This is an optimization exercise on Yosys and OpenROAD, whose aim is small area and a short achievable clock period, not a production implementation.
The RTL was checked by simulation tests, not by an equivalence proof against the original design.
Power figures rest on the tool's default switching activity, not on a simulated workload.

### flow/run.sh
#!/bin/bash
# synth_recipe.tcl (not shown) runs the flow's synth.tcl, then flattens the netlist and writes it again
# the make line also repeats each setting of config.mk as NAME=value (left out here)
make -C /OpenROAD-flow-scripts/flow DESIGN_CONFIG=/design/flow/config.mk WORK_HOME=/design/flow/orfs CLKGATE_MAP_FILE= SYNTH_SCRIPT=/design/flow/synth_recipe.tcl finish
### flow/config.mk
export PLATFORM = sky130hd
export DESIGN_NAME = synchronous_fifo
export DESIGN_NICKNAME = synchronous_fifo
export VERILOG_FILES = /design/flow/design.v
export SDC_FILE = /design/flow/constraint.sdc
export NUM_CORES = 4
export LEC_CHECK = 0
export CAP_MARGIN = 20
export CORE_MARGIN = 2
export CORE_UTILIZATION = 50
export SLEW_MARGIN = 20
### flow/constraint.sdc
create_clock -name core_clock -period 3.3 [get_ports {clk}]
set_input_delay 0.6600 -clock core_clock [delete_from_list [all_inputs] [get_ports {clk}]]
set_output_delay 0.6600 -clock core_clock [all_outputs]
set_load 0.01 [all_outputs]
### flow/design.v
module synchronous_fifo#(parameter FIFO_WIDTH = 32, NO_OF_ELEMENTS = 32, FIFO_DEPTH = $clog2(NO_OF_ELEMENTS))
(	input clk, resetn, w_en, r_en,
	input [FIFO_WIDTH-1:0] d_in,
	output [FIFO_WIDTH-1:0] d_out,
	output full, empty
	);
	reg [FIFO_WIDTH-1:0] d_out_reg;
	reg [FIFO_WIDTH-1:0] mem [NO_OF_ELEMENTS-1:0];
	reg [FIFO_DEPTH:0] w_ptr, r_ptr;
	assign full = ((w_ptr[FIFO_DEPTH] == !r_ptr[FIFO_DEPTH]) & (w_ptr[FIFO_DEPTH-1:0] == r_ptr[FIFO_DEPTH-1:0])); 
	assign empty = (w_ptr == r_ptr);
	always@(posedge clk) begin
		if(resetn && w_en && !full) begin
			mem[w_ptr[FIFO_DEPTH-1:0]] <= d_in;
		end
	end
	always@(posedge clk or negedge resetn) begin
		if(~resetn)begin
			w_ptr <= 0;
		end
		else if(w_en && !full) begin
			w_ptr <= w_ptr+1;
		end
	end
	always@(posedge clk or negedge resetn) begin
		if(~resetn)begin
			r_ptr <= 0;
			d_out_reg <= 0;
		end
		else if(r_en && !empty) begin
			d_out_reg <= mem[r_ptr[FIFO_DEPTH-1:0]];
			r_ptr <= r_ptr+1;
		end
	end
	assign d_out = d_out_reg; 
endmodule
==> results of run 1 <==
cell type report:
cell class                      instances  share of cell area (%)
Sequential cell                      1068                    67.0
Multi-Input combinational cell        702                    18.3
Clock buffer                          140                    6.19
Timing Repair Buffer                  206                    4.25
Tap cell                             1060                    2.79
Clock inverter                         61                    1.50
Inverter                                6                  0.0473
power groups by stage:
stage	Combinational, mW	Sequential (mW)	Clock, mW
final	10.5	16.0	12.5
after global routing	11.1	16.1	13.2
after CTS	10.7	16.1	12.7
after detailed placement	10.6	16.3	0
after global placement	10.6	16.3	0
after floorplan	6.90	16.1	0
layout by cell type (no fill, tap or decap), types with 4 or more instances in the layout:
cell type	netlist	layout
mux2i_1	34	34
edfxtp_1	1024	1024
a31oi_1	32	32
buf_12	0	25
ha_1	5	5
dfrtp_1	44	39
o2111ai_1	31	31
xor2_1	8	8
bufinv_16	0	16
dfrtp_4	0	4
buf_4	6	112
clkbuf_1	44	22
nor2_4	0	33
a22oi_1	64	64
inv_1	6	6
a22o_1	31	31
clkbuf_16	0	110
clkdlybuf4s50_1	0	67
clkinv_1	0	25
xnor2_1	9	9
clkinv_2	0	13
nor2_1	39	6
nand3_1	7	7
clkbuf_8	0	8
mux4_2	193	193
a221oi_1	31	31
nand2_1	70	70
mux2_2	127	127
worst max-delay path by stage:
stage          cells after the start  slack (ns)           to  startpoint
4_1_cts                            5        0.14        empty    r_ptr[0]
3_3_place_gp                       7        0.34  mem[19][29]        w_en
2_1_floorplan                      7        0.13   mem[28][0]    r_ptr[1]
6_report                           5        0.20        empty    r_ptr[0]
5_1_grt                            5        0.08        empty    r_ptr[0]
3_5_place_dp                       7        0.43   mem[19][1]        w_en
cell usage after synthesis, types with 2 or more instances:
cell type | n | area [sq um]
nor2b_1 | 2 | 12.5
buf_4 | 6 | 45.0
buf_6 | 14 | 158
a22oi_1 | 64 | 480
buf_2 | 46 | 230
a22o_1 | 31 | 272
nand3b_1 | 3 | 22.5
xnor2_1 | 9 | 78.8
mux2i_1 | 34 | 340
and3_1 | 2 | 12.5
or3_1 | 2 | 12.5
mux2_2 | 127 | 1430
nor3_1 | 2 | 10.0
nand2_1 | 70 | 263
o21ai_0 | 3 | 15.0
inv_1 | 6 | 22.5
buf_1 | 3 | 11.3
nor2_1 | 39 | 146
xor2_1 | 8 | 70.1
a31oi_1 | 32 | 200
nand4_1 | 3 | 18.8
o2111ai_1 | 31 | 272
edfxtp_1 | 1024 | 30700
or3b_2 | 2 | 17.5
nand3_1 | 7 | 35.0
clkbuf_1 | 44 | 165
ha_1 | 5 | 62.6
dfrtp_1 | 44 | 1100
mux4_2 | 193 | 4350
a221oi_1 | 31 | 272
per-layer routing:
metal	wire length [um]	part of all wire, %	vias to the layer above
met3	5470	5.6	164
met5	24	0.025	-
met2	48700	50	671
met1	39900	41	10600
met4	3150	3.2	4
li1	-	-	8373
kinds of logic after synthesis:
logic type	Yosys count	share of synthesized area, %
and+or+nand+nor	133	1.37
buffers and inverters	120	1.56
adders and majority gates	5	0.153
DFF	1068	77.9
xor gates and xnor gates	17	0.364
AOI/OAI and AO/OA	193	3.71
muxes	354	15.0
==> metrics.md, run 1 <==
| Metric | Value |
|---|---|
| Status | no timing/DRC/antenna violations |
| Clock share of power | 32.1% |
| Peak fanout along the critical path | 4 |
| Clk_skew | 0.0194 ns |
| Layout Cells excl Fill | 3,243 |
| Share of layout cells above drive strength 1 | 30.2% |
| CP Capture Type | output port |
| RR Startpoint | r_ptr[1] |
| RSZ-0062 raised after global routing | false |
| Final worst path period share | 93.9% |
| Post-CTS setup buffers | 0 |
| Routed wire length | 97,300 um |
| Sw Share | 28.8% |
| CP max-delay cell | clkdlybuf4s50_1 |
| Register Area | 31,900 sq um |
| Global-route wire length before repair | 142,000 um |
| Initial Utilization | 50.6% |
| Slew Limit Headroom | 24.0% |
| Routed Antenna Nets | 0 |
| Measured slew at the worst slew-check pin | 1.14 ns |
| Clock tree sinks | 1,068 |
| I/O pins | 70 |
| Max Slew Vio Count | 0 |
| Largest net degree at the start of global routing | 85 |
| Post-Syn Area | 40,900 sq um |
| Design Power | 39.0 mW |
| Inserted Clock Buffers | 108 |
| Max FFs per register | 1,024 |
| Final core utilization | 58.9% |
| Final Cell Area | 47,600 sq um |
| Leak Pwr | 15.2 nW |
| Ys flop type | edfxtp_1 |
| Die Width | 290 um |
| Hold Buf Count CTS | 0 |
| Max Clock Freq | 0.323 GHz |
| Number of global-route vias before repair | 20,400 |
| Placed Cells | 3,042 |
| Worst VDD drop | 573 uV |
| Final min period | 3.10 ns |
| Sw power | 11.3 mW |
| Placed Area | 43,900 sq um |
| Hold Fails Final Rpt | 0 |
| Worst Setup Start Kind | register |
| M2 GR Usage | 38.9% |
| Max cap viols | 0 |
| H-tree depth | 3 |
| Seq pwr share | 41.1% |
| # DRC | 0 |
| CP required | 2.64 ns |
| Clock buffer depth | 3 |
| Clock root cell | clkbuf_16 |
| Unique masters post-synth | 33 |
| Total track usage | 23.4% |
| Worst R2R End | d_out_reg[0] |
| GRT Max-Usage Layer | met2 |
| Ant diodes | 0 |
| Largest stage delay on the critical path | 0.55 ns |
| Seq/Total Area, Yosys | 77.9% |
| Power density cells | 820 nW/um^2 |
| CP Class | reg2out |
| Pre-antenna DRT Iters | 7 |
| Final setup margin | 0.202 ns |
| Register clock-pin slew on the reported worst setup and hold paths | 0.06 ns |
| Final setup vio count | 0 |
| Setup_tns | 0 ns |
| P_int | 27.8 mW |
| CP Data Arrival Time | 2.44 ns |
| Crit path buffers/inverters | 1 |
| Met1 Track Usage GR | 32.0% |
| Number of synthesized register bits | 1,068 |
| RD Place Congestion | 0.776 |
| Post-synth EDFFs | 1,024 |
| Remaining Overflow, GRT | 0 |
| R2R Setup Slk | 0.56 ns |
| Mean post-synth cell area | 21.6 sq um |
| Antenna violations before repair | 5 |
| Via count | 19,800 |
| Async S/R FF share, synth | 4.12% |
| Post-DP HPWL | 57,900 um |
| Final hold slack | 0.169 ns |
| Multi-input logic area | 8690 sq um |
| Met3 GRT Util | 3.66% |
| FP Rows | 104 |
| Area growth syn-to-layout | 16.4% |
| Die H | 290 um |
| Reg2Reg Depth | 6 |
| Filler cells | 5,788 |
| Final #Nets | 2,133 |
| Port Buffer Count | 69 |
| Family with the most delay on the worst path | buffers and inverters |
| Clock latency (worst-skew pair) | 0.67 ns |
| Place WS | 0.429 ns |
| Post_cts resized | 1 |
| Synth warn | 1 |
| Cells along the critical path | xor2_1, nor3_2, nand2_1, nor2_1, clkdlybuf4s50_1 |
| Comb power frac | 26.9% |
| Syn Nets | 1,931 |
| CTS tree | yes |
| Core box area | 80,800 sq um |
| Initial drt markers | 1,878 |
| Vias per cell | 6.10 |
| DR WL/cell | 30.0 um |
| Mapped Cells | 1,890 |
| Hold Crit Class | in2async |
| Die area | 84,100 sq um |
==> run 2: changes to the inputs <==
==> flow/design.v (replaced) <==
module synchronous_fifo#(parameter FIFO_WIDTH = 32, NO_OF_ELEMENTS = 32, FIFO_DEPTH = $clog2(NO_OF_ELEMENTS))
(	input clk, resetn, w_en, r_en,
	input [FIFO_WIDTH-1:0] d_in,
	output [FIFO_WIDTH-1:0] d_out,
	output full, empty
	);
	localparam N = NO_OF_ELEMENTS;
	reg [FIFO_WIDTH-1:0] d_out_reg;
	reg [FIFO_WIDTH-1:0] mem [N-1:0];
	reg [3:0] w_lo;                  
	reg [N/4-1:0] w_hi;              
	reg [N-1:0] r_sel;               
	reg [FIFO_DEPTH-1:0] count;      
	reg nfull_i, empty_i;            
	reg full_o, nempty_o;            
	wire wr = w_en & nfull_i;
	wire rd = r_en & ~empty_i;
	wire one_left = (count == 1);
	wire one_free = (count == N-1);
	reg [FIFO_WIDTH-1:0] rdata;
	integer k;
	always @(*) begin
		rdata = 0;
		for (k = 0; k < N; k = k + 1)
			rdata = rdata | (mem[k] & {FIFO_WIDTH{r_sel[k]}});
	end
	genvar i;
	generate
		for (i = 0; i < N; i = i + 1) begin : g_word
			always @(posedge clk)
				if (wr & w_lo[i % 4] & w_hi[i / 4])
					mem[i] <= d_in;
		end
	endgenerate
	always @(posedge clk or negedge resetn) begin
		if (~resetn) begin
			w_lo <= 1;
			w_hi <= 1;
			r_sel <= 1;
			count <= 0;
			nfull_i <= 1'b1;
			empty_i <= 1'b1;
			full_o <= 1'b0;
			nempty_o <= 1'b0;
			d_out_reg <= 0;
		end else begin
			if (wr) begin
				w_lo <= {w_lo[2:0], w_lo[3]};
				if (w_lo[3])
					w_hi <= {w_hi[N/4-2:0], w_hi[N/4-1]};
			end
			if (rd) begin
				r_sel <= {r_sel[N-2:0], r_sel[N-1]};
				d_out_reg <= rdata;
			end
			if (wr & ~rd) begin
				count <= count + 1'b1;
				empty_i <= 1'b0;
				nempty_o <= 1'b1;
				nfull_i <= ~one_free;
				full_o <= one_free;
			end else if (rd & ~wr) begin
				count <= count - 1'b1;
				nfull_i <= 1'b1;
				full_o <= 1'b0;
				empty_i <= one_left;
				nempty_o <= ~one_left;
			end
		end
	end
	assign d_out = d_out_reg;
	assign full = full_o;
	assign empty = ~nempty_o;
endmodule
--- a/flow/config.mk
+++ b/flow/config.mk
@@ -9,3 +9,4 @@
 export CORE_MARGIN = 2
 export CORE_UTILIZATION = 50
+export SETUP_SLACK_MARGIN = 1.8
 export SLEW_MARGIN = 20
==> run 2 against run 1 <==
Still clean; worst setup slack gained 1.1 ns; critical path depth shrank 4; critical endpoint is now d_out[3]; clock-buffer cell count grew 10.
==> metrics.md, run 2 <==
| Metric | Value |
|---|---|
| Status | no timing/DRC/antenna violations (unchanged) |
| Hold Buf Count CTS | 0 (unchanged) |
| Final hold slack | 0.0315 ns (was 0.169 ns) |
| Power density cells | 527 nW/um^2 (was 820 nW/um^2) |
| DR WL/cell | 44.1 um (was 30.0 um) |
| Post-synthesis xor/xnor area fraction | 0.0881% (was 0.364%) |
| Post-synth top area cell | edfxtp_1 (unchanged) |
| Clock buffer depth | 3 (unchanged) |
| CTS tree | yes (unchanged) |
| Final min period | 1.99 ns (was 3.10 ns) |
| Die H | 286 um (was 290 um) |
| Max Slew Vio Count | 0 (unchanged) |
| Most frequent cells in the layout | edfxtp_1, a22oi_1, buf_12 (was edfxtp_1, mux4_2, mux2_2) |
| Remaining Overflow, GRT | 0 (unchanged) |
| Worst Setup Start Kind | register (unchanged) |
| Number of global-route vias before repair | 27,200 (was 20,400) |
| Total track usage | 41.6% (was 23.4%) |
| Die area | 81,800 sq um (was 84,100 sq um) |
| Compound-gate portion of the synthesized area | 9.98% (was 3.71%) |
| Die Width | 286 um (was 290 um) |
| Final setup margin | 1.31 ns (was 0.202 ns) |
| Routed Antenna Nets | 0 (unchanged) |
| Ys flop type | edfxtp_1 (unchanged) |
| Cells along the critical path | buf_6 (was xor2_1, nor3_2, nand2_1, nor2_1, clkdlybuf4s50_1) |
| Final worst path period share | 60.4% (was 93.9%) |
| Largest stage delay on the critical path | 0.48 ns (was 0.55 ns) |
| Share of layout cells above drive strength 1 | 37.6% (was 30.2%) |
| Main combinational cell family by area after synthesis | compound AO/OA/AOI/OAI gates (was multiplexers) |
| Final #Nets | 2,936 (was 2,133) |
| Wire length on met3 | 31,400 um (was 5470 um) |
| Post-synth EDFFs | 1,024 (unchanged) |
| Leak Pwr | 19.1 nW (was 15.2 nW) |
| Max Clock Freq | 0.502 GHz (was 0.323 GHz) |
| Inserted Clock Buffers | 107 (was 108) |
| Place WS | 0.460 ns (was 0.429 ns) |
| Pre-antenna DRT Iters | 8 (was 7) |
| Port Buffer Count | 69 (unchanged) |
| Hold Crit Class | in2async (unchanged) |
| Filler cells | 4,619 (was 5,788) |
| H-tree depth | 3 (unchanged) |
| Initial Utilization | 50.4% (was 50.6%) |
| Clk_skew | 0.0337 ns (was 0.0194 ns) |
| Peak fanout along the critical path | 2 (was 4) |
| Family with the most delay on the worst path | flip-flops (was buffers and inverters) |
| I/O pins | 70 (unchanged) |
| CP Class | reg2out (unchanged) |
| FP Rows | 103 (was 104) |
| Most common cell after layout, fill and taps aside | edfxtp_1 (unchanged) |
| Vias per cell | 7.18 (was 6.10) |
| Async S/R FF share, synth | 7.66% (was 4.12%) |
| Mapped Cells | 2,239 (was 1,890) |
| Initial drt markers | 6,040 (was 1,878) |
| CP required | 2.64 ns (about the same) |
| Ranking of synthesized cells by area | edfxtp_1, a22oi_1, dfrtp_1, nand2_1, buf_2 (was edfxtp_1, mux4_2, mux2_2, dfrtp_1, a22oi_1) |
| Seq/Total Area, Yosys | 82.7% (was 77.9%) |
| Measured slew at the worst slew-check pin | 1.18 ns (was 1.14 ns) |
| Clock root cell | clkbuf_16 (unchanged) |
| DR top layer | met5 (unchanged) |
| DR WL met2 | 73,900 um (was 48,700 um) |
| Unique masters post-synth | 31 (was 33) |
| Global-route wire length before repair | 227,000 um (was 142,000 um) |
| Slew Limit Headroom | 21.5% (was 24.0%) |
| Mean post-synth cell area | 17.8 sq um (was 21.6 sq um) |
| Setup_tns | 0 ns (unchanged) |
| Metal-1 WL | 55,400 um (was 39,900 um) |
| Simple-gate share of the synthesized area | 5.07% (was 1.37%) |
| Syn Nets | 2,280 (was 1,931) |
| Synth warn | 2 (was 1) |
| Max cap viols | 0 (unchanged) |
| CP max-delay cell | dfrtp_2 (was clkdlybuf4s50_1) |
| Largest net degree at the start of global routing | 45 (was 85) |
| Clock tree sinks | 1,109 (was 1,068) |
| Final setup vio count | 0 (unchanged) |
| Cell with the most instances after synthesis | edfxtp_1 (unchanged) |
| Post-Syn Area | 39,800 sq um (was 40,900 sq um) |
| Post-DP HPWL | 69,000 um (was 57,900 um) |
| Post-synthesis mux area share | 0.277% (was 15.0%) |
| Core box area | 78,900 sq um (was 80,800 sq um) |
| Max FFs per register | 1,024 (unchanged) |
| Clock latency (worst-skew pair) | 0.70 ns (was 0.67 ns) |
| RD Place Congestion | 0.826 (was 0.776) |
| CP Capture Type | output port (unchanged) |
| Worst VDD drop | 483 uV (was 573 uV) |
| Register clock-pin slew on the reported worst setup and hold paths | 0.07 ns (was 0.06 ns) |
| Crit path buffers/inverters | 1 (unchanged) |
| Via count | 29,100 (was 19,800) |
| Number of synthesized register bits | 1,109 (was 1,068) |
| CP Data Arrival Time | 1.33 ns (was 2.44 ns) |
| Area growth syn-to-layout | 39.8% (was 16.4%) |
| Hold Fails Final Rpt | 0 (unchanged) |
| Synth top cells by count | edfxtp_1, a22oi_1, nand2_1, buf_2, dfrtp_1 (was edfxtp_1, mux4_2, mux2_2, nand2_1, a22oi_1) |
| Top cell type's share of synthesized area | 77.3% (was 75.2%) |
| Share of synthesized cell area in full adder, half adder and majority cells | 0.157% (was 0.153%) |
| RSZ-0062 raised after global routing | true (was false) |
| Antenna violations before repair | 6 (was 5) |
| # DRC | 0 (unchanged) |
| Routed wire length | 179,000 um (was 97,300 um) |
-- run 2: cell types whose count changed in the layout (fill, tap and decap cells not counted), moves of 43 or more --
| cell | change |
|---|---|
| nand3_1 | +56 |
| nand4_1 | +62 |
| nand2_1 | +88 |
| buf_16 | +71 |
| buf_12 | +175 |
| buf_4 | +43 |
| mux4_2 | -193 |
| a22oi_1 | +224 |
| mux2_2 | -127 |
| a22oi_2 | +162 |
| buf_6 | +152 |
| and2_4 | +47 |
-- run 2: stage by stage --
step	total power [mW]	utilization [%]	std cells	area, sq um
6_report	29.3	70.5	4045	55600
5_1_grt	29.8	70.5	4037	55600
4_1_cts	28.9	68.5	3974	54100
3_5_place_dp	16.7	53.8	3310	42400
3_3_place_gp	16.6	53.7	3308	42400
2_1_floorplan	16.1	-	2239	40000
-- run 2: cell type report --
cell class                 count  area (sq um)  area share, %
inverter                       5          18.8         0.0338
timing repair buffer         678         10100           18.2
sequential                  1109         33000           59.4
multi-input combinational    994          7600           13.7
clock buffer                 150          2990           5.38
antenna                        8          20.0         0.0360
clock inverter                51           528          0.950
tap                         1050          1310           2.36
-- run 2: path summary, 6_finish.rpt --
kind | slack (ns) | cells past startpoint | startpoint | endpoint
setup / recovery | 1.31 | 1 | d_out_reg[3] | d_out[3]
hold / removal | 0.03 | 1 | resetn | r_sel[28]
setup reg to reg | 1.31 | 6 | r_sel[20] | d_out_reg[24]
hold reg to reg | 0.51 | 1 | w_lo[0] | w_lo[0]
max in group asynchronous | 2.29 | 2 | resetn | w_lo[0]
min in group core_clock | 0.51 | 1 | w_lo[0] | w_lo[0]
-- run 2: logic make-up (layout without fill, tap and decap cells) --
group,count (synthesis),after routing
DFF,1109,1109
other,0,8
xor gates and xnor gates,4,4
buffers and inverters,154,884
and+or+nand+nor,433,451
AOI/OAI and AO/OA,524,524
muxes,10,10
adders and majority gates,5,5
-- run 2: per-layer routing --
layer | GRT usage (%) | vias up
li1 | - | 10500
met1 | 52.6 | 14300
met2 | 59.5 | 3301
met3 | 15.6 | 935
met4 | 28.7 | 8
met5 | 1.34 | -
-- run 2: timing repair --
item | in CTS | in global routing
pin swaps | 129 | 102
cloned | 76 | 14
setup buffers | 387 | 49
endpoints found under the setup margin | 1193 | 1246
resized for setup | 597 | 167
-- run 2: power by group --
group          switching [mW]  internal [mW]  total (mW)
Combinational           0.671          0.441        1.11
Sequential              0.123           15.4        15.6
Clock                    5.49           7.11        12.6
Total                    6.29           23.0        29.3
==> run 3: changes to the inputs <==
--- a/flow/config.mk
+++ b/flow/config.mk
@@ -9,4 +9,4 @@
 export CORE_MARGIN = 2
 export CORE_UTILIZATION = 50
-export SETUP_SLACK_MARGIN = 1.8
+export SETUP_SLACK_MARGIN = 1.5
 export SLEW_MARGIN = 20
==> run 3 against run 2 <==
Sequential share of layout area grew 8.3 points; clock skew shrank 0.0073 ns; critical path depth is the same; worst setup slack gained 0.019 ns; sequential power is essentially flat; register-to-register slack gained 0.14 ns; fmax grew 0.96%; synthesized cell count is the same; hold slack gained 0.40 ns; sequential cell count is the same; die area is the same.
==> metrics.md, run 3 <==
| Metric | Value |
|---|---|
| CP Capture Type | output port (unchanged) |
| Inserted Clock Buffers | 111 (was 107) |
| Final #Nets | 2,629 (was 2,936) |
| Die H | 286 um (unchanged) |
| Worst R2R End | d_out_reg[5] (was d_out_reg[24]) |
| Register Area | 33,000 sq um (about the same) |
| Max FFs per register | 1,024 (unchanged) |
| Clk_skew | 0.0264 ns (was 0.0337 ns) |
| Clock tree sinks | 1,109 (unchanged) |
| Syn Nets | 2,280 (unchanged) |
| Via count | 25,500 (was 29,100) |
| CTS tree | yes (unchanged) |
| Routed Antenna Nets | 0 (unchanged) |
| Hold Fails Final Rpt | 0 (unchanged) |
| Pre-antenna DRT Iters | 7 (was 8) |
| R2R Setup Slk | 1.45 ns (was 1.31 ns) |
| Filler cells | 5,629 (was 4,619) |
| Post-Syn Area | 39,800 sq um (unchanged) |
| Register clock-pin slew on the reported worst setup and hold paths | 0.06 ns (was 0.07 ns) |
| FP Rows | 103 (unchanged) |
| Final setup vio count | 0 (unchanged) |
| Hold Crit Class | in2async (unchanged) |
| RSZ-0062 raised after global routing | true (unchanged) |
| Port Buffer Count | 69 (unchanged) |
| Async S/R FF share, synth | 7.66% (unchanged) |
| Ant diodes | 0 (was 8) |
| Total track usage | 35.4% (was 41.6%) |
| Reg2Reg Depth | 5 (was 6) |
| Global-route wire length before repair | 197,000 um (was 227,000 um) |
| Worst VDD drop | 456 uV (was 483 uV) |
| Clock buffer depth | 3 (unchanged) |
| Worst Setup Start Kind | register (unchanged) |
| Die Width | 286 um (unchanged) |
| Clock root cell | clkbuf_16 (unchanged) |
| CP Data Arrival Time | 1.31 ns (was 1.33 ns) |
| Synth top cells by count | edfxtp_1, a22oi_1, nand2_1, buf_2, dfrtp_1 (unchanged) |
| Multi-input logic area | 6580 sq um (was 7600 sq um) |
| Max Clock Freq | 0.507 GHz (was 0.502 GHz) |
| Max cap viols | 0 (unchanged) |
| Final min period | 1.97 ns (was 1.99 ns) |
| CP max-delay cell | dfrtp_2 (unchanged) |
| Max Slew Vio Count | 0 (unchanged) |
| Leak Pwr | 16.4 nW (was 19.1 nW) |
| CP Class | reg2out (unchanged) |
| Synth warn | 2 (unchanged) |
| Die area | 81,800 sq um (unchanged) |
| Status | no timing/DRC/antenna violations (unchanged) |
| Final hold slack | 0.436 ns (was 0.0315 ns) |
| Power density cells | 595 nW/um^2 (was 527 nW/um^2) |
| RR Startpoint | r_sel[18] (was r_sel[20]) |
| Core box area | 78,900 sq um (unchanged) |
| Area growth syn-to-layout | 22.6% (was 39.8%) |
| Post-synth top area cell | edfxtp_1 (unchanged) |
| RD Place Congestion | 0.840 (was 0.826) |
| Antenna violations before repair | 3 (was 6) |
| Cells along the critical path | buf_6 (unchanged) |
| Ranking of synthesized cells by area | edfxtp_1, a22oi_1, dfrtp_1, nand2_1, buf_2 (unchanged) |
| CP required | 2.64 ns (about the same) |
| Unique masters post-synth | 31 (unchanged) |
| Initial drt markers | 4,784 (was 6,040) |
| Setup_tns | 0 ns (unchanged) |
| Slew Limit Headroom | 40.4% (was 21.5%) |
| Most common cell after layout, fill and taps aside | edfxtp_1 (unchanged) |
| Post-synth EDFFs | 1,024 (unchanged) |
| Cell with the most instances after synthesis | edfxtp_1 (unchanged) |
| Post-DP HPWL | 70,100 um (was 69,000 um) |
| Final worst path period share | 59.8% (was 60.4%) |
| Vias per cell | 6.83 (was 7.18) |
| H-tree depth | 3 (unchanged) |
| Most frequent cells in the layout | edfxtp_1, a22oi_1, buf_4 (was edfxtp_1, a22oi_1, buf_12) |
| Largest net degree at the start of global routing | 97 (was 45) |
| Routed wire length | 148,000 um (was 179,000 um) |
| Family with the most delay on the worst path | flip-flops (unchanged) |
| Largest stage delay on the critical path | 0.48 ns (about the same) |
| Share of layout cells above drive strength 1 | 22.8% (was 37.6%) |
| DR WL/cell | 39.6 um (was 44.1 um) |
| Clock latency (worst-skew pair) | 0.69 ns (was 0.70 ns) |
| Number of synthesized register bits | 1,109 (unchanged) |
| Number of global-route vias before repair | 24,200 (was 27,200) |
| # DRC | 0 (unchanged) |
| Top cell type's share of synthesized area | 77.3% (unchanged) |
| Measured slew at the worst slew-check pin | 0.894 ns (was 1.18 ns) |
| Peak fanout along the critical path | 2 (unchanged) |
| Ys flop type | edfxtp_1 (unchanged) |
| Initial Utilization | 50.4% (unchanged) |
| I/O pins | 70 (unchanged) |
| Crit path buffers/inverters | 1 (unchanged) |
| Mean post-synth cell area | 17.8 sq um (unchanged) |
| Seq/Total Area, Yosys | 82.7% (unchanged) |
| Remaining Overflow, GRT | 0 (unchanged) |
| Mapped Cells | 2,239 (unchanged) |
==> run 3: cell counts after synthesis <==
Identical to the previous run, type by type.
==> run 3: cell families (layout without fill, tap and decap cells) <==
family          after synthesis  after routing  synth area share [%]
mux                          10             10                 0.277
simple gates                433            451                  5.07
flops                      1109           1109                  82.7
fa+ha+maj                     5              5                 0.157
buf+inv                     154            581                  1.73
xor+xnor                      4              4                0.0881
compound gates              524            524                  9.98
==> run 3: worst max path at each step <==
stage	start	end	slack [ns]	cells past startpoint
3_3_place_gp	w_en	mem[13][25]	0.60	3
3_5_place_dp	w_en	mem[10][25]	0.55	3
4_1_cts	d_out_reg[24]	d_out[24]	1.31	1
6_report	d_out_reg[24]	d_out[24]	1.33	1
2_1_floorplan	r_en	count[3]	1.15	9
5_1_grt	d_out_reg[24]	d_out[24]	1.32	1
==> run 3: per-layer routing <==
metal  vias up  wire length, um  part of all wire [%]  GRT usage (%)
met5         -               32                 0.022              0
met4         4             7990                   5.4           17.1
met3       366            22100                    15           8.17
met2      2316            67400                    46           54.3
met1     13000            50500                    34           48.4
li1       9826                -                     -              -
==> run 3: repair_timing <==
| item | 4_1_cts | 5_1_grt |
|---|---|---|
| endpoints found under the hold margin | 8 | 0 |
| endpoints found under the setup margin | 942 | 108 |
| setup buffers | 157 | 41 |
| hold buffers | 1 | 0 |
| gates resized for setup | 230 | 26 |
| pin swaps | 22 | 7 |
| gates cloned | 18 | 2 |
==> run 3: cell type report <==
type,instances,area share (%)
clock buffer,170,6.55
clock inverter,39,0.865
inverter,5,0.0385
multi-input combinational,994,13.5
sequential,1109,67.7
tap,1050,2.69
timing repair buffer,367,8.67
==> run 3: power breakdown <==
group / leakage [nW] / internal [mW] / switching (mW) / total [mW]
registers: 10.2 / 15.4 / 0.120 / 15.6
logic: 4.37 / 0.346 / 0.565 / 0.911
clock network: 1.77 / 7.28 / 5.27 / 12.6
==> run 3: metrics by stage <==
step           utilization, %  std cells  cell area (sq um)  worst slack (ns)  power [mW]
5_1_grt                  61.8       3734              48800              1.32        29.7
3_5_place_dp             53.5       3306              42200             0.551        16.7
6_report                 61.8       3734              48800              1.33        29.0
4_1_cts                  61.1       3691              48200              1.31        28.9
2_1_floorplan               -       2239              39900              1.15        16.1
3_3_place_gp             53.5       3306              42200             0.600        16.6
==> run 4: changes to the inputs <==
--- a/flow/config.mk
+++ b/flow/config.mk
@@ -9,4 +9,4 @@
 export CORE_MARGIN = 2
 export CORE_UTILIZATION = 50
-export SETUP_SLACK_MARGIN = 1.5
+export SETUP_SLACK_MARGIN = 1.3
 export SLEW_MARGIN = 20
==> run 4 against run 3 <==
Sequential cell count is the same; synthesized area unchanged; clock power grew 4%; clock skew is 0.0026 ns higher; fmax decreased by 2.2%; core utilization fell by 2.8 points; non-clock buffer count shrank 162; register-to-register slack worse by 0.17 ns; combinational power fell by 16%; global-route usage fell by 3.7 points.
==> metrics.md, run 4 <==
| Metric | Value |
|---|---|
| Status | no timing/DRC/antenna violations (unchanged) |
| Port Buffer Count | 69 (unchanged) |
| Mapped Cells | 2,239 (unchanged) |
| Global-route wire length before repair | 180,000 um (was 197,000 um) |
| Syn Nets | 2,280 (unchanged) |
| Initial drt markers | 3,666 (was 4,784) |
| Post-DP HPWL | 69,500 um (was 70,100 um) |
| Final Cell Area | 46,500 sq um (was 48,800 sq um) |
| Post-synthesis mux area share | 0.277% (unchanged) |
| Placed Area | 42,500 sq um (was 42,200 sq um) |
| Design Power | 29.5 mW (was 29.0 mW) |
| I/O pins | 70 (unchanged) |
| Slew Limit Headroom | 21.6% (was 40.4%) |
| Family with the most delay on the worst path | compound AO/OA/AOI/OAI gates (was flip-flops) |
| Inserted Clock Buffers | 109 (was 111) |
| Remaining Overflow, GRT | 0 (unchanged) |
| CP max-delay cell | dfrtp_4 (was dfrtp_2) |
| Filler cells | 5,835 (was 5,629) |
| Unique masters post-synth | 31 (unchanged) |
| Antenna violations before repair | 3 (unchanged) |
| Clock latency (worst-skew pair) | 0.68 ns (was 0.69 ns) |
| Max Clock Freq | 0.495 GHz (was 0.507 GHz) |
| CP Data Arrival Time | 2.53 ns (was 1.31 ns) |
| RSZ-0062 raised after global routing | false (was true) |
| FP Rows | 103 (unchanged) |
| Clock root cell | clkbuf_16 (unchanged) |
| Ranking of synthesized cells by area | edfxtp_1, a22oi_1, dfrtp_1, nand2_1, buf_2 (unchanged) |
| Final setup vio count | 0 (unchanged) |
| Worst Setup Start Kind | register (unchanged) |
| Crit path buffers/inverters | 1 (unchanged) |
| Mean post-synth cell area | 17.8 sq um (unchanged) |
| Hold Buf Count CTS | 0 (was 1) |
| Routed wire length | 131,000 um (was 148,000 um) |
| Share of layout cells above drive strength 1 | 17.1% (was 22.8%) |
| Total track usage | 31.7% (was 35.4%) |
| Peak fanout along the critical path | 29 (was 2) |
| Core box area | 78,900 sq um (unchanged) |
| Die Width | 286 um (unchanged) |
| Hold Crit Class | in2async (unchanged) |
| Leak Pwr | 15.3 nW (was 16.4 nW) |
| Compound-gate portion of the synthesized area | 9.98% (unchanged) |
| Final #Nets | 2,447 (was 2,629) |
| # DRC | 0 (unchanged) |
| Number of synthesized register bits | 1,109 (unchanged) |
| Pre-antenna DRT Iters | 6 (was 7) |
| Top cell type's share of synthesized area | 77.3% (unchanged) |
| Clock tree sinks | 1,109 (unchanged) |
| Final min period | 2.02 ns (was 1.97 ns) |
| CTS tree | yes (unchanged) |
| Max Slew Vio Count | 0 (unchanged) |
| Post-synthesis xor/xnor area fraction | 0.0881% (unchanged) |
| Measured slew at the worst slew-check pin | 1.18 ns (was 0.894 ns) |
| Max cap viols | 0 (unchanged) |
| Cell with the most instances after synthesis | edfxtp_1 (unchanged) |
| Via count | 23,900 (was 25,500) |
| Post-synth top area cell | edfxtp_1 (unchanged) |
| Ys flop type | edfxtp_1 (unchanged) |
| Area growth syn-to-layout | 17.0% (was 22.6%) |
| Routed Antenna Nets | 0 (unchanged) |
| Reg2Reg Depth | 3 (was 5) |
| Largest stage delay on the critical path | 0.72 ns (was 0.48 ns) |
| R2R Setup Slk | 1.28 ns (was 1.45 ns) |
| Hold Fails Final Rpt | 0 (unchanged) |
| Initial Utilization | 50.4% (unchanged) |
| Most frequent cells in the layout | edfxtp_1, a22oi_1, nand2_1 (was edfxtp_1, a22oi_1, buf_4) |
| RD Place Congestion | 0.831 (was 0.840) |
| Vias per cell | 6.73 (was 6.83) |
| RR Startpoint | r_sel[27] (was r_sel[18]) |
| CP Class | reg2reg (was reg2out) |
| Main combinational cell family by area after synthesis | compound AO/OA/AOI/OAI gates (unchanged) |
| Share of synthesized cell area in full adder, half adder and majority cells | 0.157% (unchanged) |
| Synth warn | 2 (unchanged) |
| Post-Syn Area | 39,800 sq um (unchanged) |
| Simple-gate share of the synthesized area | 5.07% (unchanged) |
| H-tree depth | 3 (unchanged) |
| CP Capture Type | register (was output port) |
| Cells along the critical path | buf_4, a222oi_1, a31oi_1 (was buf_6) |
| Clock buffer depth | 3 (unchanged) |
| Largest net degree at the start of global routing | 97 (unchanged) |
| DR WL/cell | 37.0 um (was 39.6 um) |
| Final worst path period share | 61.2% (was 59.8%) |
| Clk_skew | 0.0289 ns (was 0.0264 ns) |
| Worst R2R End | d_out_reg[28] (was d_out_reg[5]) |
| Max FFs per register | 1,024 (unchanged) |
| Setup_tns | 0 ns (unchanged) |
| Synth top cells by count | edfxtp_1, a22oi_1, nand2_1, buf_2, dfrtp_1 (unchanged) |
| Die area | 81,800 sq um (unchanged) |
| Die H | 286 um (unchanged) |
| Worst VDD drop | 522 uV (was 456 uV) |
| CP required | 3.81 ns (was 2.64 ns) |
| Most common cell after layout, fill and taps aside | edfxtp_1 (unchanged) |
| Power density cells | 633 nW/um^2 (was 595 nW/um^2) |
| Seq/Total Area, Yosys | 82.7% (unchanged) |
| Register clock-pin slew on the reported worst setup and hold paths | 0.06 ns (about the same) |
| Async S/R FF share, synth | 7.66% (unchanged) |
| Number of global-route vias before repair | 23,200 (was 24,200) |
| Post-synth EDFFs | 1,024 (unchanged) |
[run 4: cell count changes in the layout (fill, tap and decap cells not counted), moves of 10 or more]
cell / delta
buf_2: +14
buf_12: -46
and2_4: -36
buf_4: -103
buf_6: -19
clkbuf_1: -21
bufinv_16: +10
and2_2: +18
[run 4: area by class of cell]
class                           instances  area [sq um]  area share (%)
Sequential cell                      1109         33000            70.9
Multi-Input combinational cell        976          6290            13.5
Clock buffer                          146          3050            6.55
Timing Repair Buffer                  205          2110            4.54
Tap cell                             1050          1310            2.82
Clock inverter                         60           773            1.66
Inverter                                5          18.8          0.0403
Antenna cell                            1          2.50         0.00538
[run 4: kinds of logic after synthesis]
| kind of cell | Yosys count |
|---|---|
| XOR/XNOR | 4 |
| AO/OA/AOI/OAI | 524 |
| buffers and inverters | 154 |
| flip-flops | 1109 |
| AND/OR/NAND/NOR | 433 |
| multiplexers | 10 |
| adder cells (fa/ha/maj) | 5 |
[run 4: layer usage]
metal	global-route usage [%]	part of all wire (%)
met1	43.4	37
met2	51.7	48
met3	6.11	12
met4	10.2	3.8
met5	0	0.058
[run 4: timing repair]
item | CTS | global route
endpoints found under the hold margin | 0 | 0
pin swaps | 1 | 7
buffers inserted | 8 | 18
setup endpoints to repair | 183 | 134
gates resized for setup | 128 | 29
[run 4: worst max-delay path by stage]
stage,slack (ns),end,depth (start not counted),from
after floorplan,1.15,count[3],9,r_en
after global placement,0.47,mem[5][12],4,w_en
after detailed placement,0.48,mem[5][28],4,w_en
after CTS,1.18,d_out[0],1,d_out_reg[0]
after global routing,1.31,d_out_reg[2],5,r_sel[28]
final,1.28,d_out_reg[28],3,r_sel[27]
[run 4: through the flow]
step	cells	hold slack, ns	worst slack [ns]	utilization (%)
final	3552	0.106	1.28	59.0
after global routing	3551	0.114	1.31	59.0
after CTS	3533	0.108	1.18	58.8
after detailed placement	3319	0.476	0.481	53.9
after global placement	3319	0.453	0.467	53.9
after floorplan	2239	0.364	1.15	-
[run 4: report_power, final]
group	internal, mW	switching (mW)
sequential	15.4	0.101
clock	7.89	5.26
combinational	0.256	0.512
==> run 5: changes to the inputs <==
--- a/flow/config.mk
+++ b/flow/config.mk
@@ -8,5 +8,5 @@
 export CAP_MARGIN = 20
 export CORE_MARGIN = 2
-export CORE_UTILIZATION = 50
-export SETUP_SLACK_MARGIN = 1.3
+export CORE_UTILIZATION = 85
+export SETUP_SLACK_MARGIN = 1.4
 export SLEW_MARGIN = 20
==> run 5 against run 4 <==
The run now fails in clock tree synthesis; synthesized area unchanged; synthesized cell count is the same.
==> metrics.md, run 5 <==
| Metric | Value |
|---|---|
| Status | did not finish (was no timing/DRC/antenna violations) |
| Failed at | clock tree synthesis |
| Error message | [ERROR DPL-0033] detailed placement checks failed during check placement. |
| FP Rows | 79 (was 103) |
| Post-CTS setup buffers | 81 (was 8) |
| Synth warn | 2 (unchanged) |
| Mean post-synth cell area | 17.8 sq um (unchanged) |
| Simple-gate share of the synthesized area | 5.07% (unchanged) |
| Post-synth EDFFs | 1,024 (unchanged) |
| Async S/R FF share, synth | 7.66% (unchanged) |
| Syn Nets | 2,280 (unchanged) |
| Die H | 220 um (was 286 um) |
| Post-Syn Area | 39,800 sq um (unchanged) |
| Port Buffer Count | 69 (unchanged) |
| Clock buffer depth | 3 (unchanged) |
| Post-synthesis mux area share | 0.277% (unchanged) |
| Unique masters post-synth | 31 (unchanged) |
| Seq/Total Area, Yosys | 82.7% (unchanged) |
| I/O pins | 70 (unchanged) |
| Initial Utilization | 85.8% (was 50.4%) |
| Number of synthesized register bits | 1,109 (unchanged) |
| Post-synthesis xor/xnor area fraction | 0.0881% (unchanged) |
| Hold Buf Count CTS | 0 (unchanged) |
| Synth top cells by count | edfxtp_1, a22oi_1, nand2_1, buf_2, dfrtp_1 (unchanged) |
| Main combinational cell family by area after synthesis | compound AO/OA/AOI/OAI gates (unchanged) |
| Inserted Clock Buffers | 98 (was 109) |
| Clock tree sinks | 1,109 (unchanged) |
| Placed Cells | 2,838 (was 3,319) |
| Placed Area | 41,500 sq um (was 42,500 sq um) |
| Post_cts resized | 221 (was 128) |
| Clock root cell | clkbuf_16 (unchanged) |
| Ys flop type | edfxtp_1 (unchanged) |
| Ranking of synthesized cells by area | edfxtp_1, a22oi_1, dfrtp_1, nand2_1, buf_2 (unchanged) |
| Share of synthesized cell area in full adder, half adder and majority cells | 0.157% (unchanged) |
| RD Place Congestion | 0.862 (was 0.831) |
| Top cell type's share of synthesized area | 77.3% (unchanged) |
| Post-synth top area cell | edfxtp_1 (unchanged) |
| Mapped Cells | 2,239 (unchanged) |
| Cell with the most instances after synthesis | edfxtp_1 (unchanged) |
| Post-DP HPWL | 60,100 um (was 69,500 um) |
| Compound-gate portion of the synthesized area | 9.98% (unchanged) |
| H-tree depth | 3 (unchanged) |
| Die Width | 220 um (was 286 um) |
| Place WS | 0.556 ns (was 0.481 ns) |
-- run 5: cell counts after synthesis --
No cell type changed its count.
-- run 5: logic make-up after synthesis --
kind of cell / Yosys count
adders and majority gates: 5
DFF: 1109
xor gates and xnor gates: 4
buffers and inverters: 154
AOI/OAI and AO/OA: 524
and+or+nand+nor: 433
muxes: 10
-- run 5: worst max-delay path by stage --
stage | to | slack (ns)
2_1_floorplan | count[3] | 1.15
3_3_place_gp | mem[29][25] | 0.65
3_5_place_dp | mem[29][19] | 0.56
-- run 5: power groups by stage --
| stage | registers [mW] | clock network (mW) | logic, mW |
|---|---|---|---|
| 2_1_floorplan | 15.8 | 0 | 0.274 |
| 3_3_place_gp | 15.8 | 0 | 0.712 |
| 3_5_place_dp | 15.8 | 0 | 0.762 |
==> run 6: changes to the inputs <==
--- a/flow/config.mk
+++ b/flow/config.mk
@@ -8,5 +8,5 @@
 export CAP_MARGIN = 20
 export CORE_MARGIN = 2
-export CORE_UTILIZATION = 85
-export SETUP_SLACK_MARGIN = 1.4
+export CORE_UTILIZATION = 78
+export SETUP_SLACK_MARGIN = 1.45
 export SLEW_MARGIN = 20
==> run 6 against run 5 <==
The run fails in global routing; synthesized cell count unchanged; synthesized area unchanged.
==> metrics.md, run 6 <==
| Metric | Value |
|---|---|
| Largest net degree at the start of global routing | 49 |
| Clock buffer depth | 3 (unchanged) |
| Initial Utilization | 79.1% (was 85.8%) |
| Error message | [ERROR GRT-0232] Routing congestion too high. Check the congestion heatmap in the GUI. (was [ERROR DPL-0033] detailed placement checks failed during check placement.) |
| Synth top cells by count | edfxtp_1, a22oi_1, nand2_1, buf_2, dfrtp_1 (unchanged) |
| Port Buffer Count | 69 (unchanged) |
| Worst_ep kind | register data pin |
| Clock root cell | clkbuf_16 (unchanged) |
| Post-GRT worst EP | mem[9][12]$_DFFE_PP_/DE |
| FP Rows | 82 (was 79) |
| RD Place Congestion | 0.857 (was 0.862) |
| Post-synth top area cell | edfxtp_1 (unchanged) |
| Synth warn | 2 (unchanged) |
| Ranking of synthesized cells by area | edfxtp_1, a22oi_1, dfrtp_1, nand2_1, buf_2 (unchanged) |
| Remaining Overflow, GRT | 170 |
| Seq/Total Area, Yosys | 82.7% (unchanged) |
| Clock tree sinks | 1,109 (unchanged) |
| Post-DP HPWL | 58,700 um (was 60,100 um) |
| Cell with the most instances after synthesis | edfxtp_1 (unchanged) |
| Die H | 230 um (was 220 um) |
| Top cell type's share of synthesized area | 77.3% (unchanged) |
| Hold Buf Count CTS | 0 (unchanged) |
| Number of synthesized register bits | 1,109 (unchanged) |
| Failed at | global routing (was clock tree synthesis) |
| Mean post-synth cell area | 17.8 sq um (unchanged) |
| Unique masters post-synth | 31 (unchanged) |
| Die Width | 230 um (was 220 um) |
| Status | did not finish (unchanged) |
| Async S/R FF share, synth | 7.66% (unchanged) |
| Total track usage | 87.2% |
| Post-Syn Area | 39,800 sq um (unchanged) |
| Mapped Cells | 2,239 (unchanged) |
| I/O pins | 70 (unchanged) |
| Antenna violations before repair | 26 |
| Inserted Clock Buffers | 100 (was 98) |
| Post-synth EDFFs | 1,024 (unchanged) |
| H-tree depth | 3 (unchanged) |
| Syn Nets | 2,280 (unchanged) |
| Ys flop type | edfxtp_1 (unchanged) |
## run 6: cell counts after synthesis
No cell type changed its count.
## run 6: worst max path at each step
| stage | start | end | slack [ns] | cells after the start |
|---|---|---|---|---|
| global placement | w_en | mem[15][20] | 0.63 | 5 |
| detailed placement | w_en | mem[15][20] | 0.57 | 5 |
| CTS | d_out_reg[31] | d_out[31] | 1.27 | 1 |
| floorplan | r_en | count[3] | 1.15 | 9 |
## run 6: through the flow
stage | total power [mW] | cell area [sq um] | setup slack (ns) | hold slack [ns] | instances
CTS | 27.8 | 46300 | 1.27 | 0.0752 | 3195
floorplan | 16.1 | 39900 | 1.15 | 0.364 | 2239
detailed placement | 16.6 | 41300 | 0.575 | 0.464 | 2888
global placement | 16.6 | 41300 | 0.626 | 0.459 | 2888
## run 6: cells by family after synthesis
family	after synthesis	synth area share, %
flip-flops	1109	82.7
AO/OA/AOI/OAI	524	9.98
AND/OR/NAND/NOR	433	5.07
buffers and inverters	154	1.73
multiplexers	10	0.277
adder cells (fa/ha/maj)	5	0.157
XOR/XNOR	4	0.0881
## run 6: timing repair
action,in CTS
pin swaps,27
setup endpoints to repair,1015
setup buffers,100
resized for setup,212
cloned,20
## run 6: layer usage
| layer | global-route usage [%] | GRT overflow |
|---|---|---|
| met3 | 79.4 | 6 |
| met1 | 87.7 | 2 |
| met4 | 85.5 | 81 |
| met5 | 57.7 | 0 |
| met2 | 96.3 | 81 |
## run 6: power by group through the flow
stage	combinational, mW	clock (mW)	sequential [mW]
after floorplan	0.280	0	15.8
after global placement	0.746	0	15.8
after detailed placement	0.785	0	15.8
after CTS	0.845	11.4	15.5
==> run 7: changes to the inputs <==
--- a/flow/config.mk
+++ b/flow/config.mk
@@ -8,5 +8,6 @@
 export CAP_MARGIN = 20
 export CORE_MARGIN = 2
-export CORE_UTILIZATION = 78
-export SETUP_SLACK_MARGIN = 1.45
+export CORE_UTILIZATION = 70
+export CTS_BUF_LIST = sky130_fd_sc_hd__clkbuf_8
+export SETUP_SLACK_MARGIN = 1.4
 export SLEW_MARGIN = 20
==> run 7 against run 6 <==
Now clean on timing, DRC and antenna; synthesized area unchanged; synthesized cell count unchanged.
==> metrics.md, run 7 <==
| Metric | Value |
|---|---|
| Status | no timing/DRC/antenna violations (was did not finish) |
| Most common cell after layout, fill and taps aside | edfxtp_1 |
| Number of synthesized register bits | 1,109 (unchanged) |
| Measured slew at the worst slew-check pin | 1.14 ns |
| Routed wire length | 123,000 um |
| Final worst path period share | 63.1% |
| Crit path launch | d_out_reg[0] |
| Synth top cells by count | edfxtp_1, a22oi_1, nand2_1, buf_2, dfrtp_1 (unchanged) |
| Final min period | 2.08 ns |
| Worst VDD drop | 481 uV |
| Hold path startpoint | d_in[19] |
| Sw power | 5.72 mW |
| Cells along the critical path | buf_6 |
| Sw Share | 21.4% |
| Mapped Cells | 2,239 (unchanged) |
| Via count | 24,800 |
| Remaining Overflow, GRT | 0 |
| Port Buffer Count | 69 (unchanged) |
| Global-route wire length before repair | 169,000 um |
| Crit path buffers/inverters | 1 |
| Core box area | 56,300 sq um |
| Peak fanout along the critical path | 2 |
| Clock root cell | clkbuf_8 (was clkbuf_16) |
| Register clock-pin slew on the reported worst setup and hold paths | 0.06 ns |
| DR WL/cell | 36.4 um |
| Clock buffer depth | 3 (unchanged) |
| Ranking of synthesized cells by area | edfxtp_1, a22oi_1, dfrtp_1, nand2_1, buf_2 (unchanged) |
| Largest stage delay on the critical path | 0.46 ns |
| Post-synth top area cell | edfxtp_1 (unchanged) |
| Seq pwr share | 58.2% |
| Seq/Total Area, Yosys | 82.7% (unchanged) |
| Routed Antenna Nets | 0 |
| RD Place Congestion | 0.835 (was 0.857) |
| I/O pins | 70 (unchanged) |
| R2R Setup Slk | 1.39 ns |
| Clock tree sinks | 1,109 (unchanged) |
| Min-Delay Path Depth | 1 |
| Post-Syn Area | 39,800 sq um (unchanged) |
| Reg2Reg Depth | 3 |
| Cell with the most instances after synthesis | edfxtp_1 (unchanged) |
| Final core utilization | 81.1% |
| Worst Setup Start Kind | register |
| Total track usage | 41.6% |
| Mean post-synth cell area | 17.8 sq um (unchanged) |
| Die area | 58,700 sq um |
| Post-synth EDFFs | 1,024 (unchanged) |
| Clock latency (worst-skew pair) | 0.84 ns |
| Syn Nets | 2,280 (unchanged) |
| Top cell type's share of synthesized area | 77.3% (unchanged) |
| Hold Fails Final Rpt | 0 |
| Most frequent cells in the layout | edfxtp_1, a22oi_1, clkbuf_8 |
| # DRC | 0 |
| Inserted Clock Buffers | 166 (was 100) |
| Largest net degree at the start of global routing | 97 |
| Initial drt markers | 4,747 |
| Hold path endpoint | mem[31][19] |
| Max FFs per register | 1,024 |
| Max cap viols | 0 |
| RR Startpoint | nfull_i |
| Ys flop type | edfxtp_1 (unchanged) |
| CP max-delay cell | dfrtp_2 |
| Die Width | 242 um (was 230 um) |
| CP required | 2.64 ns |
| Final #Nets | 2,520 |
| Number of global-route vias before repair | 24,200 |
| P_int | 21.0 mW |
| CTS tree | yes |
| Async S/R FF share, synth | 7.66% (unchanged) |
| RSZ-0062 raised after global routing | true |
| Clock share of power | 38.9% |
| Share of layout cells above drive strength 1 | 18.3% |
| Final setup vio count | 0 |
| Max Clock Freq | 0.480 GHz |
| Leak Pwr | 15.4 nW |
| FP Rows | 87 (was 82) |
| CP Data Arrival Time | 1.42 ns |
| CP Capture Type | output port |
| Max Slew Vio Count | 0 |
| Area growth syn-to-layout | 14.7% |
| Vias per cell | 7.33 |
| Die H | 242 um (was 230 um) |
| Comb power frac | 2.9% |
| H-tree depth | 4 (was 3) |
| Post-DP HPWL | 60,800 um (was 58,700 um) |
| Unique masters post-synth | 31 (unchanged) |
| Clk_skew | 0.0398 ns |
| Worst R2R End | mem[3][20] |
| CP Class | reg2out |
| Initial Utilization | 70.7% (was 79.1%) |
| Setup_tns | 0 ns |
| Slew Limit Headroom | 23.9% |
| Pre-antenna DRT Iters | 7 |
| Synth warn | 2 (unchanged) |
| Antenna violations before repair | 3 |
| Placed Area | 41,800 sq um (was 41,300 sq um) |
| Power density cells | 585 nW/um^2 |
| Family with the most delay on the worst path | flip-flops |
| Hold Crit Class | in2reg |
| Final Cell Area | 45,600 sq um |
==> run 7: cell counts after synthesis <==
No cell type changed its count.
==> run 7: metal layers <==
metal	GRT usage (%)	wire (um)	vias up
li1	-	-	9601
met1	58.1	40000	12200
met2	62.6	55900	2512
met3	11.4	20600	449
met4	19.3	6550	2
met5	0	13	-
==> run 7: metrics by stage <==
| step | power [mW] | hold WS (ns) | std cells | setup WS (ns) |
|---|---|---|---|---|
| floorplan | 16.1 | 0.364 | 2239 | 1.15 |
| global placement | 16.5 | 0.457 | 2999 | 0.589 |
| detailed placement | 16.6 | 0.464 | 2999 | 0.526 |
| CTS | 26.7 | 0.461 | 3342 | 1.18 |
| global route | 27.4 | 0.359 | 3375 | 1.19 |
| finish | 26.7 | 0.355 | 3377 | 1.22 |
==> run 7: power groups by stage <==
stage	Sequential [mW]	Combinational, mW	Clock [mW]
floorplan	15.8	0.274	0
global placement	15.8	0.717	0
detailed placement	15.8	0.745	0
CTS	15.5	0.738	10.4
global route	15.5	0.834	11.0
finish	15.5	0.766	10.4
==> run 7: cell type report <==
class	count	area, sq um
antenna	2	5.00
inverter	5	18.8
fill	2885	10700
tap	756	946
sequential	1109	33000
multi-input combinational	978	6300
timing repair buffer	219	2250
clock inverter	118	490
clock buffer	190	2620
==> run 7: what timing repair did <==
action / CTS / global route
pin swaps: 6 / 1
endpoints found under the setup margin: 447 / 168
resized for setup: 170 / 21
hold buffers: 1 / 0
setup buffers: 32 / 33
endpoints found under the hold margin: 41 / 0
cloned: 2 / 0
==> run 7: logic make-up after synthesis <==
logic type               Yosys count  synth area share (%)
buffers and inverters            154                  1.73
adder cells (fa/ha/maj)            5                 0.157
flip-flops                      1109                  82.7
XOR/XNOR                           4                0.0881
AO/OA/AOI/OAI                    524                  9.98
multiplexers                      10                 0.277
AND/OR/NAND/NOR                  433                  5.07
==> run 7: worst max-delay path by stage <==
stage,to,slack (ns),cells past startpoint
2_1_floorplan,count[3],1.15,9
3_3_place_gp,mem[31][25],0.59,3
3_5_place_dp,mem[31][14],0.53,3
4_1_cts,d_out[0],1.18,1
5_1_grt,d_out[3],1.19,1
6_report,d_out[0],1.22,1
==> run 8: changes to the inputs <==
--- a/flow/config.mk
+++ b/flow/config.mk
@@ -6,8 +6,8 @@
 export NUM_CORES = 4
 export LEC_CHECK = 0
+export ABC_CLOCK_PERIOD_IN_PS = 1800
 export CAP_MARGIN = 20
 export CORE_MARGIN = 2
 export CORE_UTILIZATION = 70
-export CTS_BUF_LIST = sky130_fd_sc_hd__clkbuf_8
 export SETUP_SLACK_MARGIN = 1.4
 export SLEW_MARGIN = 20
==> run 8 against run 7 <==
Wire length fell by 0.92%; non-clock buffer count fell by 24; highest routed layer unchanged; sequential cell count did not move; hold slack got worse by 0.27 ns.
==> metrics.md, run 8 <==
| Metric | Value |
|---|---|
| Peak fanout along the critical path | 13 (was 2) |
| Final min period | 1.94 ns (was 2.08 ns) |
| Power density cells | 618 nW/um^2 (was 585 nW/um^2) |
| Post-Syn Area | 39,800 sq um (unchanged) |
| Post-synth top area cell | edfxtp_1 (unchanged) |
| CTS tree | yes (unchanged) |
| Pre-antenna DRT Iters | 8 (was 7) |
| FP Rows | 87 (unchanged) |
| Die H | 242 um (unchanged) |
| Async S/R FF share, synth | 7.66% (unchanged) |
| Place WS | 0.526 ns (unchanged) |
| Routed Antenna Nets | 0 (unchanged) |
| Max Clock Freq | 0.516 GHz (was 0.480 GHz) |
| Number of synthesized register bits | 1,109 (unchanged) |
| Crit path launch | r_sel[25] (was d_out_reg[0]) |
| Via count | 24,200 (was 24,800) |
| Final hold slack | 0.0822 ns (was 0.355 ns) |
| Largest net degree at the start of global routing | 97 (unchanged) |
| RD Place Congestion | 0.835 (unchanged) |
| Setup_tns | 0 ns (unchanged) |
| Placed Cells | 2,999 (unchanged) |
| Die Width | 242 um (unchanged) |
| Mapped Cells | 2,239 (unchanged) |
| Number of global-route vias before repair | 24,000 (was 24,200) |
| Ys flop type | edfxtp_1 (unchanged) |
| Ranking of synthesized cells by area | edfxtp_1, a22oi_1, dfrtp_1, nand2_1, buf_2 (unchanged) |
| CP max-delay cell | dfrtp_4 (was dfrtp_2) |
| Final setup vio count | 0 (unchanged) |
| Die area | 58,700 sq um (unchanged) |
| Mean post-synth cell area | 17.8 sq um (unchanged) |
| Comb power frac | 2.6% (was 2.9%) |
| Inserted Clock Buffers | 104 (was 166) |
| Clk_skew | 0.0280 ns (was 0.0398 ns) |
| Clock buffer depth | 3 (unchanged) |
| Crit path buffers/inverters | 1 (unchanged) |
| Antenna violations before repair | 1 (was 3) |
| Final worst path period share | 58.8% (was 63.1%) |
| Hold Crit Class | in2async (was in2reg) |
| Cells along the critical path | buf_4, a22oi_1, nand4_1, nor3_1, a31oi_1 (was buf_6) |
| Hold Fails Final Rpt | 0 (unchanged) |
| RSZ-0062 raised after global routing | true (unchanged) |
| Routed wire length | 122,000 um (was 123,000 um) |
| P_int | 22.5 mW (was 21.0 mW) |
| Status | no timing/DRC/antenna violations (unchanged) |
| DR WL met2 | 55,500 um (was 55,900 um) |
| Worst path depth | 5 (was 1) |
| Placed Area | 41,800 sq um (unchanged) |
| Initial drt markers | 4,677 (was 4,747) |
| Wire length on met3 | 19,600 um (was 20,600 um) |
| Synth warn | 2 (unchanged) |
| Family with the most delay on the worst path | flip-flops (unchanged) |
| Cell with the most instances after synthesis | edfxtp_1 (unchanged) |
| Max cap viols | 0 (unchanged) |
| Sw power | 5.70 mW (was 5.72 mW) |
| Reg2Reg Depth | 5 (was 3) |
| Unique masters post-synth | 31 (unchanged) |
| Most frequent cells in the layout | edfxtp_1, a22oi_1, nand2_1 (was edfxtp_1, a22oi_1, clkbuf_8) |
| Seq pwr share | 55.0% (was 58.2%) |
| Initial Utilization | 70.7% (unchanged) |
| Measured slew at the worst slew-check pin | 1.17 ns (was 1.14 ns) |
| Core box area | 56,300 sq um (unchanged) |
| Largest stage delay on the critical path | 0.64 ns (was 0.46 ns) |
| Slew Limit Headroom | 21.8% (was 23.9%) |
| Final Cell Area | 45,700 sq um (was 45,600 sq um) |
| Post-synth EDFFs | 1,024 (unchanged) |
| DR top layer | met5 (unchanged) |
| CP required | 3.81 ns (was 2.64 ns) |
| Leak Pwr | 15.1 nW (was 15.4 nW) |
| Final #Nets | 2,434 (was 2,520) |
| Filler cells | 2,813 (was 2,885) |
| Synth top cells by count | edfxtp_1, a22oi_1, nand2_1, buf_2, dfrtp_1 (unchanged) |
| Top cell type's share of synthesized area | 77.3% (unchanged) |
| Sw Share | 20.2% (was 21.4%) |
| Most common cell after layout, fill and taps aside | edfxtp_1 (unchanged) |
| Total track usage | 41.6% (about the same) |
| Clock share of power | 42.4% (was 38.9%) |
| # DRC | 0 (unchanged) |
| RR Startpoint | r_sel[25] (was nfull_i) |
| Max FFs per register | 1,024 (unchanged) |
| Area growth syn-to-layout | 14.9% (was 14.7%) |
| Share of layout cells above drive strength 1 | 16.3% (was 18.3%) |
| R2R Setup Slk | 1.36 ns (was 1.39 ns) |
| Hold Buf Count CTS | 0 (was 1) |
| CP Capture Type | register (was output port) |
| Clock root cell | clkbuf_16 (was clkbuf_8) |
| Register clock-pin slew on the reported worst setup and hold paths | 0.07 ns (was 0.06 ns) |
| Port Buffer Count | 69 (unchanged) |
| CP Class | reg2reg (was reg2out) |
| Metal-1 WL | 40,300 um (was 40,000 um) |
| Max Slew Vio Count | 0 (unchanged) |
| Post-DP HPWL | 60,800 um (unchanged) |
| Syn Nets | 2,280 (unchanged) |
| Layout Cells excl Fill | 3,243 (was 3,377) |
| Final core utilization | 81.2% (was 81.1%) |
| Clock latency (worst-skew pair) | 0.68 ns (was 0.84 ns) |
| Worst R2R End | d_out_reg[3] (was mem[3][20]) |
| CP Data Arrival Time | 2.45 ns (was 1.42 ns) |
| DR WL/cell | 37.6 um (was 36.4 um) |
| Worst VDD drop | 578 uV (was 481 uV) |
| Design Power | 28.3 mW (was 26.7 mW) |
| H-tree depth | 3 (was 4) |
| Clock tree sinks | 1,109 (unchanged) |
| Global-route wire length before repair | 170,000 um (was 169,000 um) |
| Remaining Overflow, GRT | 0 (unchanged) |
| I/O pins | 70 (unchanged) |
| Vias per cell | 7.45 (was 7.33) |
| Worst Setup Start Kind | register (unchanged) |
| Final setup margin | 1.36 ns (was 1.22 ns) |
| Seq/Total Area, Yosys | 82.7% (unchanged) |
-- run 8: changes by cell type in the layout (fill, tap and decap cells not counted), sizes merged, moves of 3 or more --
cell      change
buf          -22
bufinv       +12
clkbuf       -59
clkinv       +22
clkinvlp      -3
inv          -83
-- run 8: metal layers --
metal	global-route usage, %	vias to the layer above
met5	0	-
met4	19.9	2
met3	11.4	444
met2	62.8	2359
met1	57.4	12000
li1	-	9411
-- run 8: timing repair --
action | CTS | global route
cloned | 2 | 0
pin swaps | 7 | 1
buffers inserted | 24 | 17
setup endpoints to repair | 584 | 98
resized for setup | 167 | 18
-- run 8: logic make-up after synthesis --
kind of cell	after synthesis	synth area share (%)
AO/OA/AOI/OAI	524	9.98
buffers and inverters	154	1.73
XOR/XNOR	4	0.0881
multiplexers	10	0.277
AND/OR/NAND/NOR	433	5.07
adder cells (fa/ha/maj)	5	0.157
flip-flops	1109	82.7
-- run 8: power by group through the flow --
stage	logic (mW)	clock network, mW	registers (mW)
after floorplan	0.274	0	15.8
after global placement	0.717	0	15.8
after detailed placement	0.745	0	15.8
after CTS	0.722	12.0	15.5
after global routing	0.798	12.5	15.5
final	0.732	12.0	15.5
-- run 8: layout make-up --
| cell class | count | area, sq um | area share [%] |
|---|---|---|---|
| inverter | 5 | 18.8 | 0.0411 |
| clock buffer | 131 | 2740 | 6.01 |
| antenna | 3 | 7.51 | 0.0164 |
| timing repair buffer | 195 | 1990 | 4.36 |
| clock inverter | 66 | 679 | 1.49 |
| sequential | 1109 | 33000 | 72.2 |
| tap | 756 | 946 | 2.07 |
| multi-input combinational | 978 | 6300 | 13.8 |
-- run 8: worst max path at each step --
stage,end,slack [ns]
6_report,d_out_reg[3],1.36
5_1_grt,d_out_reg[15],1.35
4_1_cts,d_out[0],1.34
3_5_place_dp,mem[31][14],0.53
3_3_place_gp,mem[31][25],0.59
2_1_floorplan,count[3],1.15
==> run 9: changes to the inputs <==
--- a/flow/config.mk
+++ b/flow/config.mk
@@ -6,5 +6,4 @@
 export NUM_CORES = 4
 export LEC_CHECK = 0
-export ABC_CLOCK_PERIOD_IN_PS = 1800
 export CAP_MARGIN = 20
 export CORE_MARGIN = 2
==> run 9 against run 8 <==
Via count unchanged; first-iteration DRC count unchanged; global-route usage unchanged; sequential share of layout area unchanged; clock power about the same; register-to-register slack about the same; clock skew unchanged; critical path type unchanged.
==> metrics.md, run 9 <==
| Metric | Value |
|---|---|
| Final min period | 1.94 ns (unchanged) |
| Die H | 242 um (unchanged) |
| Cells along the critical path | buf_4, a22oi_1, nand4_1, nor3_1, a31oi_1 (unchanged) |
| CP Capture Type | register (unchanged) |
| I/O pins | 70 (unchanged) |
| Final worst path period share | 58.8% (unchanged) |
| Worst Setup Start Kind | register (unchanged) |
| Sw power | 5.70 mW (unchanged) |
| Status | no timing/DRC/antenna violations (unchanged) |
| Final #Nets | 2,434 (unchanged) |
| CTS tree | yes (unchanged) |
| Unique masters post-synth | 31 (unchanged) |
| Die area | 58,700 sq um (unchanged) |
| Number of synthesized register bits | 1,109 (unchanged) |
| RSZ-0062 raised after global routing | true (unchanged) |
| Max cap viols | 0 (unchanged) |
| Hold Fails Final Rpt | 0 (unchanged) |
| Clock tree sinks | 1,109 (unchanged) |
| Post-Syn Area | 39,800 sq um (unchanged) |
| Async S/R FF share, synth | 7.66% (unchanged) |
| Peak fanout along the critical path | 13 (unchanged) |
| CP max-delay cell | dfrtp_4 (unchanged) |
| DR WL/cell | 37.6 um (unchanged) |
| Final setup vio count | 0 (unchanged) |
| Max Slew Vio Count | 0 (unchanged) |
| Most common cell after layout, fill and taps aside | edfxtp_1 (unchanged) |
| Final core utilization | 81.2% (unchanged) |
| CP Class | reg2reg (unchanged) |
| Mean post-synth cell area | 17.8 sq um (unchanged) |
| RD Place Congestion | 0.835 (unchanged) |
| Max Clock Freq | 0.516 GHz (unchanged) |
| Placed Area | 41,800 sq um (unchanged) |
| Inserted Clock Buffers | 104 (unchanged) |
| Synth warn | 2 (unchanged) |
| Cell with the most instances after synthesis | edfxtp_1 (unchanged) |
| Core box area | 56,300 sq um (unchanged) |
| Via count | 24,200 (unchanged) |
| Filler cells | 2,813 (unchanged) |
| Pre-antenna DRT Iters | 8 (unchanged) |
| Seq/Total Area, Yosys | 82.7% (unchanged) |
| Leak Pwr | 15.1 nW (unchanged) |
| Port Buffer Count | 69 (unchanged) |
| Register clock-pin slew on the reported worst setup and hold paths | 0.07 ns (about the same) |
| Share of layout cells above drive strength 1 | 16.3% (unchanged) |
| Design Power | 28.3 mW (unchanged) |
| Sw Share | 20.2% (unchanged) |
| Most frequent cells in the layout | edfxtp_1, a22oi_1, nand2_1 (unchanged) |
| Hold Crit Class | in2async (unchanged) |
| Max FFs per register | 1,024 (unchanged) |
## run 9: cell families after synthesis
kind of cell	count (synthesis)	synth area share, %
flip-flops	1109	82.7
AO/OA/AOI/OAI	524	9.98
AND/OR/NAND/NOR	433	5.07
buffers and inverters	154	1.73
multiplexers	10	0.277
adder cells (fa/ha/maj)	5	0.157
XOR/XNOR	4	0.0881
## run 9: final cells by class
cell class	instances	area [sq um]	share of cell area [%]
Timing Repair Buffer	195	1990	4.36
Inverter	5	18.8	0.0411
Antenna cell	3	7.51	0.0164
Clock buffer	131	2740	6.01
Tap cell	756	946	2.07
Multi-Input combinational cell	978	6300	13.8
Sequential cell	1109	33000	72.2
Clock inverter	66	679	1.49
## run 9: path summary, 6_finish.rpt
check                          start           end  slack, ns  depth (start not counted)
hold reg to reg              w_lo[1]       w_lo[1]       0.48                          1
setup reg to reg           r_sel[25]  d_out_reg[3]       1.36                          5
max in group asynchronous     resetn      r_sel[8]       2.35                          2
setup / recovery           r_sel[25]  d_out_reg[3]       1.36                          5
hold / removal                resetn      count[2]       0.08                          1
min in group core_clock      w_lo[1]       w_lo[1]       0.48                          1
## run 9: per-layer routing
layer	GRT usage (%)	vias to the layer above	routed length, um
met5	0	-	11
met4	19.9	2	6470
met3	11.4	444	19600
met2	62.8	2359	55500
met1	57.4	12000	40300
li1	-	9411	-
## run 9: power by group through the flow
stage | logic, mW | clock network [mW] | registers (mW)
after detailed placement | 0.745 | 0 | 15.8
after global placement | 0.717 | 0 | 15.8
after global routing | 0.798 | 12.5 | 15.5
after floorplan | 0.274 | 0 | 15.8
after CTS | 0.722 | 12.0 | 15.5
final | 0.732 | 12.0 | 15.5
## run 9: worst max-delay path: cells and delay by family, from the launching register on
kind | cells | cell delay (ns)
AND/OR/NAND/NOR | 2 | 0.45
flip-flops | 1 | 0.64
buffers and inverters | 1 | 0.30
AO/OA/AOI/OAI | 2 | 0.38
## run 9: repair_timing
item                                    4_1_cts  5_1_grt
pin swaps                                     7        1
hold buffers                                  0        0
resized for setup                           167       18
cloned                                        2        0
endpoints found under the setup margin      584       98
setup buffers                                24       17
## run 9: metrics by stage
| stage | worst slack (ns) | hold slack (ns) | cells |
|---|---|---|---|
| after floorplan | 1.15 | 0.364 | 2239 |
| after global placement | 0.589 | 0.457 | 2999 |
| after detailed placement | 0.526 | 0.464 | 2999 |
| after CTS | 1.34 | 0.0793 | 3222 |
| after global routing | 1.35 | 0.121 | 3240 |
| final | 1.36 | 0.0822 | 3243 |

Re-timed with assumed drivers on the ports (clkbuf_16 on the clock, buf_2 on other inputs), run 9 has 1.301 ns of setup slack against 1.361 ns with ideal ports, and 0.726 ns once port delays also move by the mid clock arrival of 0.724 ns.
